This design comes from an exercise in tuning for small area and a short achievable clock period on the open sky130 flow, not from production work. In this exercise RTL edits were held to simulation tests only and were not proved equivalent to the original. Power figures rest on the tool's default switching activity, not on a simulated workload.

==> flow/design.v <==
module mary_top(
  input         clock,
  input         reset,
  input         io_reset,
  input  [31:0] io_instr,
  output [4:0]  io_addr,
  output [31:0] io_out
);
  reg  [1:0]    ph;
  reg  [4:0]    addr;
  reg  [4:0]    t;
  reg  [1:0]    ta1;
  reg  [3:0]    ta2;
  reg  [7:0]    ta3;
  reg  [15:0]   ta4;
  reg  [1023:0] ring;
  reg  [31:0]   vld;
  reg  [31:0]   opa;
  reg  [31:0]   opb;
  reg  [31:0]   res;         
  reg  [31:0]   out;         
  reg  [4:0]    prd;
  reg           pend;
  reg  [7:0]    wen;         
  reg           c_add, c_sll, c_slt, c_sltu, c_x, c_g, c_srl;
  reg           c_cin, c_sra, c_left;
  assign io_addr = addr;
  assign io_out  = out;
  wire [6:0] opcode = io_instr[6:0];
  wire [2:0] f3     = io_instr[14:12];
  wire [6:0] f7     = io_instr[31:25];
  wire [4:0] rs1    = io_instr[19:15];
  wire [4:0] rs2    = io_instr[24:20];
  wire last  = (ph == 2'd3) | io_reset;
  wire rd_ph = ~ph[1];                       
  wire use_imm = ~opcode[5];
  reg  [4:0]  tr [0:15];
  reg  [15:0] ok, hit_a, hit_b;
  integer j;
  always @* begin
    for (j = 0; j < 16; j = j + 1) begin
      tr[j] = {ta4[j], ta3[j % 8], ta2[j % 4], ta1[j % 2], t[0]};
      ok[j] = rd_ph & vld[2*j] & ~(pend & (prd == tr[j]));
      hit_a[j] = (rs1 == tr[j]) & ok[j];
      hit_b[j] = (rs2 == tr[j]) & ~use_imm & ok[j];
    end
  end
  wire [4:0] t_nx = reset ? 5'd0 : t + 5'd1;
  reg  [1:0]  ta1_nx;
  reg  [3:0]  ta2_nx;
  reg  [7:0]  ta3_nx;
  reg  [15:0] ta4_nx;
  reg  [4:0]  r_nx;
  always @* begin
    for (j = 0; j < 16; j = j + 1) begin
      r_nx = {j[3:0], 1'b0} - t_nx;
      if (j < 2) ta1_nx[j] = r_nx[1];
      if (j < 4) ta2_nx[j] = r_nx[2];
      if (j < 8) ta3_nx[j] = r_nx[3];
      ta4_nx[j] = r_nx[4];
    end
  end
  wire byp_a   = pend & (rs1 == prd);
  wire byp_b   = pend & (rs2 == prd);
  wire cap_a   = rd_ph & (rs1[0] == t[0]);    
  wire cap_b   = rd_ph & (rs2[0] == t[0]) & ~use_imm;
  wire imm_b   = (ph == 2'd1) & use_imm;
  wire [31:0] imm = {{20{io_instr[31]}}, io_instr[31:20]};
  reg  [31:0] nxt_a, nxt_b;
  always @* begin
    nxt_a = ({32{cap_a & byp_a}} & res) | ({32{~cap_a}} & opa);
    nxt_b = ({32{cap_b & byp_b}} & res) | ({32{~cap_b & ~imm_b}} & opb)
          | ({32{imm_b}} & imm);
    for (j = 0; j < 16; j = j + 1) begin
      nxt_a = nxt_a | ({32{hit_a[j]}} & ring[64*j +: 32]);
      nxt_b = nxt_b | ({32{hit_b[j]}} & ring[64*j +: 32]);
    end
  end
  wire       wr_now  = |wen;
  wire       pend_nx = ~reset & ((ph == 2'd2 & ~io_reset) | (pend & ~wr_now));
  wire [4:0] prd_nx  = (ph == 2'd2) ? io_instr[11:7] : prd;
  wire [4:0] ws_nx   = prd_nx + t_nx + 5'd1;
  reg  [7:0] wen_nx;
  always @* begin
    for (j = 0; j < 8; j = j + 1)
      wen_nx[j] = pend_nx & (ws_nx == 4 * j);
  end
  integer s;
  always @(posedge clock) begin
    for (s = 0; s < 32; s = s + 1) begin
      if ((s % 4) == 0 && wen[s / 4]) begin
        ring[32*s +: 32] <= res;
        vld[s] <= ~reset;
      end else begin
        ring[32*s +: 32] <= ring[32*((s + 31) % 32) +: 32];
        vld[s] <= ~reset & vld[(s + 31) % 32];
      end
    end
  end
  wire [31:0] bx = opb ^ {32{c_cin}};
  wire [31:0] p  = opa ^ bx;
  wire [31:0] g  = opa & bx;
  wire [32:0] sum = {1'b0, opa} + {1'b0, bx} + {32'd0, c_cin};
  wire ltu = ~sum[32];
  wire lt  = (opa[31] ^ opb[31]) ? opa[31] : sum[31];
  wire [4:0]  sh  = opb[4:0];
  wire [4:0]  amt = c_left ? (~sh + 5'd1) : sh;
  wire [31:0] r0  = amt[0] ? {opa[0],     opa[31:1]} : opa;
  wire [31:0] r1  = amt[1] ? {r0[1:0],    r0[31:2]}  : r0;
  wire [31:0] r2  = amt[2] ? {r1[3:0],    r1[31:4]}  : r1;
  wire [31:0] r3  = amt[3] ? {r2[7:0],    r2[31:8]}  : r2;
  wire [31:0] r4  = amt[4] ? {r3[15:0],   r3[31:16]} : r3;
  reg  [31:0] th, shv;                   
  integer k;
  always @* begin
    for (k = 0; k < 32; k = k + 1) th[k] = (sh <= k);
    for (k = 0; k < 32; k = k + 1)
      shv[k] = (c_sll & th[k] & r4[k]) | (c_srl & th[31 - k] & r4[k])
             | (c_sra & ~th[31 - k] & opa[31]);
  end
  wire [31:0] alu = ({32{c_add}} & sum[31:0])
                  | shv
                  | {31'd0, (c_slt & lt) | (c_sltu & ltu)}
                  | ({32{c_x}} & p)
                  | ({32{c_g}} & g);
  wire is_opi = opcode == 7'h13;
  wire is_op  = opcode == 7'h33;
  wire f7z    = f7 == 7'h00;
  wire f7s    = f7 == 7'h20;
  wire opz    = is_op & f7z;
  wire oki    = is_opi | opz;
  always @(posedge clock) begin
    c_add  <= f3 == 3'd0 & (oki | (is_op & f7s));
    c_sll  <= f3 == 3'd1 & oki;
    c_slt  <= f3 == 3'd2 & oki;
    c_sltu <= f3 == 3'd3 & oki;
    c_x    <= (f3 == 3'd4 | f3 == 3'd6) & oki;
    c_g    <= (f3 == 3'd7 | f3 == 3'd6) & oki;
    c_srl  <= f3 == 3'd5 & ((is_opi | is_op) & (f7z | f7s));
    c_cin  <= (f3 == 3'd0 & is_op & f7s) | f3 == 3'd2 | f3 == 3'd3;
    c_sra  <= f3 == 3'd5 & (is_opi | is_op) & f7s;
    c_left <= f3 == 3'd1;
    opa <= nxt_a;
    opb <= nxt_b;
    out <= alu;                
    t   <= t_nx;
    ta1 <= ta1_nx;
    ta2 <= ta2_nx;
    ta3 <= ta3_nx;
    ta4 <= ta4_nx;
    if (ph == 2'd2) res <= alu;
    prd <= prd_nx;
    pend <= pend_nx;
    wen <= wen_nx;
    if (reset) begin
      ph   <= 2'd0;
      addr <= 5'd0;
    end else begin
      ph   <= last ? 2'd0 : ph + 2'd1;
      if (last) addr <= addr + 5'd1;
    end
  end
endmodule
export LEC_CHECK = 0
export CAP_MARGIN = 40
export CORE_MARGIN = 2
export CORE_UTILIZATION = 30
export SLEW_MARGIN = 40
create_clock -name core_clock -period 12.0 [get_ports {clock}]
standard.sh (not shown) runs the stock make flow with config.mk's settings and CLKGATE_MAP_FILE= SYNTH_SCRIPT=/design/flow/synth_recipe.tcl, a recipe that flattens the netlist after the stock synthesis.
==> flow/flow/run.sh <==
#!/bin/bash
set -euo pipefail
bash standard.sh \
  CORE_UTILIZATION=40 \
  SLEW_MARGIN=20 CAP_MARGIN=20 \
  SETUP_SLACK_MARGIN=8.1 \
  CTS_ARGS="-sink_clustering_enable -sink_clustering_size 25 -sink_clustering_max_diameter 120 -repair_clock_nets -dont_use_dummy_load" \
  finish > standard.log 2>&1
==> next run, changes <==
==> flow/flow/run.sh (replaced) <==
#!/bin/bash
set -euo pipefail
bash standard.sh \
  CORE_UTILIZATION=40 \
  SLEW_MARGIN=20 CAP_MARGIN=20 \
  SETUP_SLACK_MARGIN=8.0 \
  CTS_ARGS="-sink_clustering_enable -repair_clock_nets -dont_use_dummy_load" \
  finish > standard.log 2>&1
- global-route usage shrinks by 0.64 points
- cell count is higher by 0.77%
- area after synthesis is unchanged
- worst hold slack is worse by 0.062 ns
- register-to-register slack is worse by 0.09 ns
- total power went up by 15%
- via count fell by 0.70%
- critical path depth rises by 2
- worst setup slack improved by 0.0065 ns
- routed wire length came out lower by 2.4%
==> next run, changes <==
==> flow/flow/run.sh (replaced) <==
#!/bin/bash
set -euo pipefail
bash standard.sh \
  CORE_UTILIZATION=40 \
  SLEW_MARGIN=20 CAP_MARGIN=20 \
  SETUP_SLACK_MARGIN=8.0 \
  CTS_ARGS="-sink_clustering_enable -sink_clustering_size 30 -sink_clustering_max_diameter 100 -repair_clock_nets -dont_use_dummy_load" \
  finish > standard.log 2>&1
Maximum frequency goes down by about 1%.
Final cell count goes down by 1.3%.
Cell area decreases by about 3.2%.
==> next run, changes <==
==> flow/flow/run.sh (replaced) <==
#!/bin/bash
set -euo pipefail
bash standard.sh \
  CORE_UTILIZATION=40 \
  SLEW_MARGIN=20 CAP_MARGIN=20 \
  SETUP_SLACK_MARGIN=7.8 \
  CTS_ARGS="-sink_clustering_enable -sink_clustering_size 25 -sink_clustering_max_diameter 120 -repair_clock_nets -dont_use_dummy_load" \
  finish > standard.log 2>&1
Effect: Design area barely changes. Via count increases by 0.45%. Sequential power is about the same.

========
run 1:
Starts from the design.v that is shown in full above.
Settings: LEC_CHECK=0, CAP_MARGIN=40, CORE_MARGIN=2, CORE_UTILIZATION=30, SLEW_MARGIN=40; clock period 12.0 ns.
==> flow/flow/run.sh <==
#!/bin/bash
set -euo pipefail
bash standard.sh \
  CORE_UTILIZATION=50 \
  SLEW_MARGIN=10 CAP_MARGIN=10 \
  SETUP_SLACK_MARGIN=8.0 \
  CTS_ARGS="-sink_clustering_enable -sink_clustering_size 25 -sink_clustering_max_diameter 120 -repair_clock_nets -dont_use_dummy_load" \
  finish > standard.log 2>&1
Input-level comparison between run 2 and run 1:
==> flow/flow/run.sh <==
#!/bin/bash
set -euo pipefail
bash standard.sh \
  CORE_UTILIZATION=40 \
  SLEW_MARGIN=20 CAP_MARGIN=20 \
  SETUP_SLACK_MARGIN=8.0 \
  CTS_ARGS="-sink_clustering_enable -sink_clustering_size 25 -sink_clustering_max_diameter 120 -repair_clock_nets -dont_use_dummy_load" \
  finish > standard.log 2>&1
Results
From run 1 to run 2 the numbers moved as follows: clock-buffer cell count higher; data-path buffer share of cell area in the final layout now sits lower; non-clock buffer count in the final layout moved down; clock-cell share of area has remained practically unchanged.
Run 2: clock group share of total power higher than run 1
[run 2 vs run 1] depth of the most critical reg-to-reg path: lower in run 2
The final design instance area without fill of run 2 falls short of that of run 1 by about 0.4%.
Between run 1 and run 2, the internal power summed over all cells figures differ only marginally.
The highest attainable clock frequency of run 2 is higher than that of run 1.
Row worst endpoint data arrival time: run 2 lower / run 1 higher
#### Input delta (run 3 over run 2)
--- a/flow/flow/run.sh
+++ b/flow/flow/run.sh
@@ -2,5 +2,5 @@
 set -euo pipefail
 bash standard.sh \
-  CORE_UTILIZATION=40 \
+  CORE_UTILIZATION=45 \
   SLEW_MARGIN=20 CAP_MARGIN=20 \
   SETUP_SLACK_MARGIN=8.0 \
--- outcome ---
- Run 3: no failed stages, no open violations at the end
- Worst hold slack delta for run 3 relative to run 2: 0.0097 ns higher
- Comparing run 3 and run 2, the higher maximum fanout along the worst path is on run 2.
- When run 3 is measured against run 2, its clock network fraction of total power turns out 0.2 points higher.
- The run with more setup slack is run 2; run 3 has less.
- Run 3 drops more vias than run 2.
- | proportion of cell area occupied by multi-input gates | run 2 vs run 3 | ≈ equal |
- Compared to run 2, run 3 has clock-buffer cell count about 1.8% higher.

-- afterwards: timing with drivers on the ports --
How much do the figures lean on ideal ports? The routed layouts below were timed once more, with nothing changed but the port constraints.
Step 1 sets driving cells, clkbuf_16 on the clock port and buf_2 on the other inputs (assumed; they add their load-dependent delay and slew).
Step 2 moves the port delays by t, midway between the first and last clock arrival at a register: inputs arrive t later, outputs are due t later. That takes back most of the time a late clock gives input paths.
Slacks: ideal ports / drivers / drivers and shift; pairs: ideal ports / drivers.
run | t, ns | setup WS [ns] | worst register clock-pin slew, ns | worst slew at a driven data input, ns
the first run of note 1 | 0.724 | 8.006 / 8.053 / 7.329 | 0.10 / 0.10 | 0.06
the second run of note 1 | 0.729 | 8.012 / 8.004 / 7.326 | 0.07 / 0.07 | 0.08
the third run of note 1 | 0.698 | 7.970 / 7.999 / 7.314 | 0.12 / 0.12 | 0.08
the fourth run of note 1 | 0.724 | 7.846 / 7.892 / 7.177 | 0.10 / 0.10 | 0.05
run 1 | 0.712 | 7.987 / 7.974 / 7.319 | 0.10 / 0.10 | 0.05
run 2 | 0.728 | 8.047 / 8.017 / 7.362 | 0.10 / 0.10 | 0.08
run 3 | 0.720 | 8.029 / 8.000 / 7.356 | 0.10 / 0.10 | 0.06
After both steps every run listed still meets setup and hold. For the second run of note 1, which loses most, drivers alone change the setup slack by -0.008 ns; drivers and shift together by -0.686 ns.
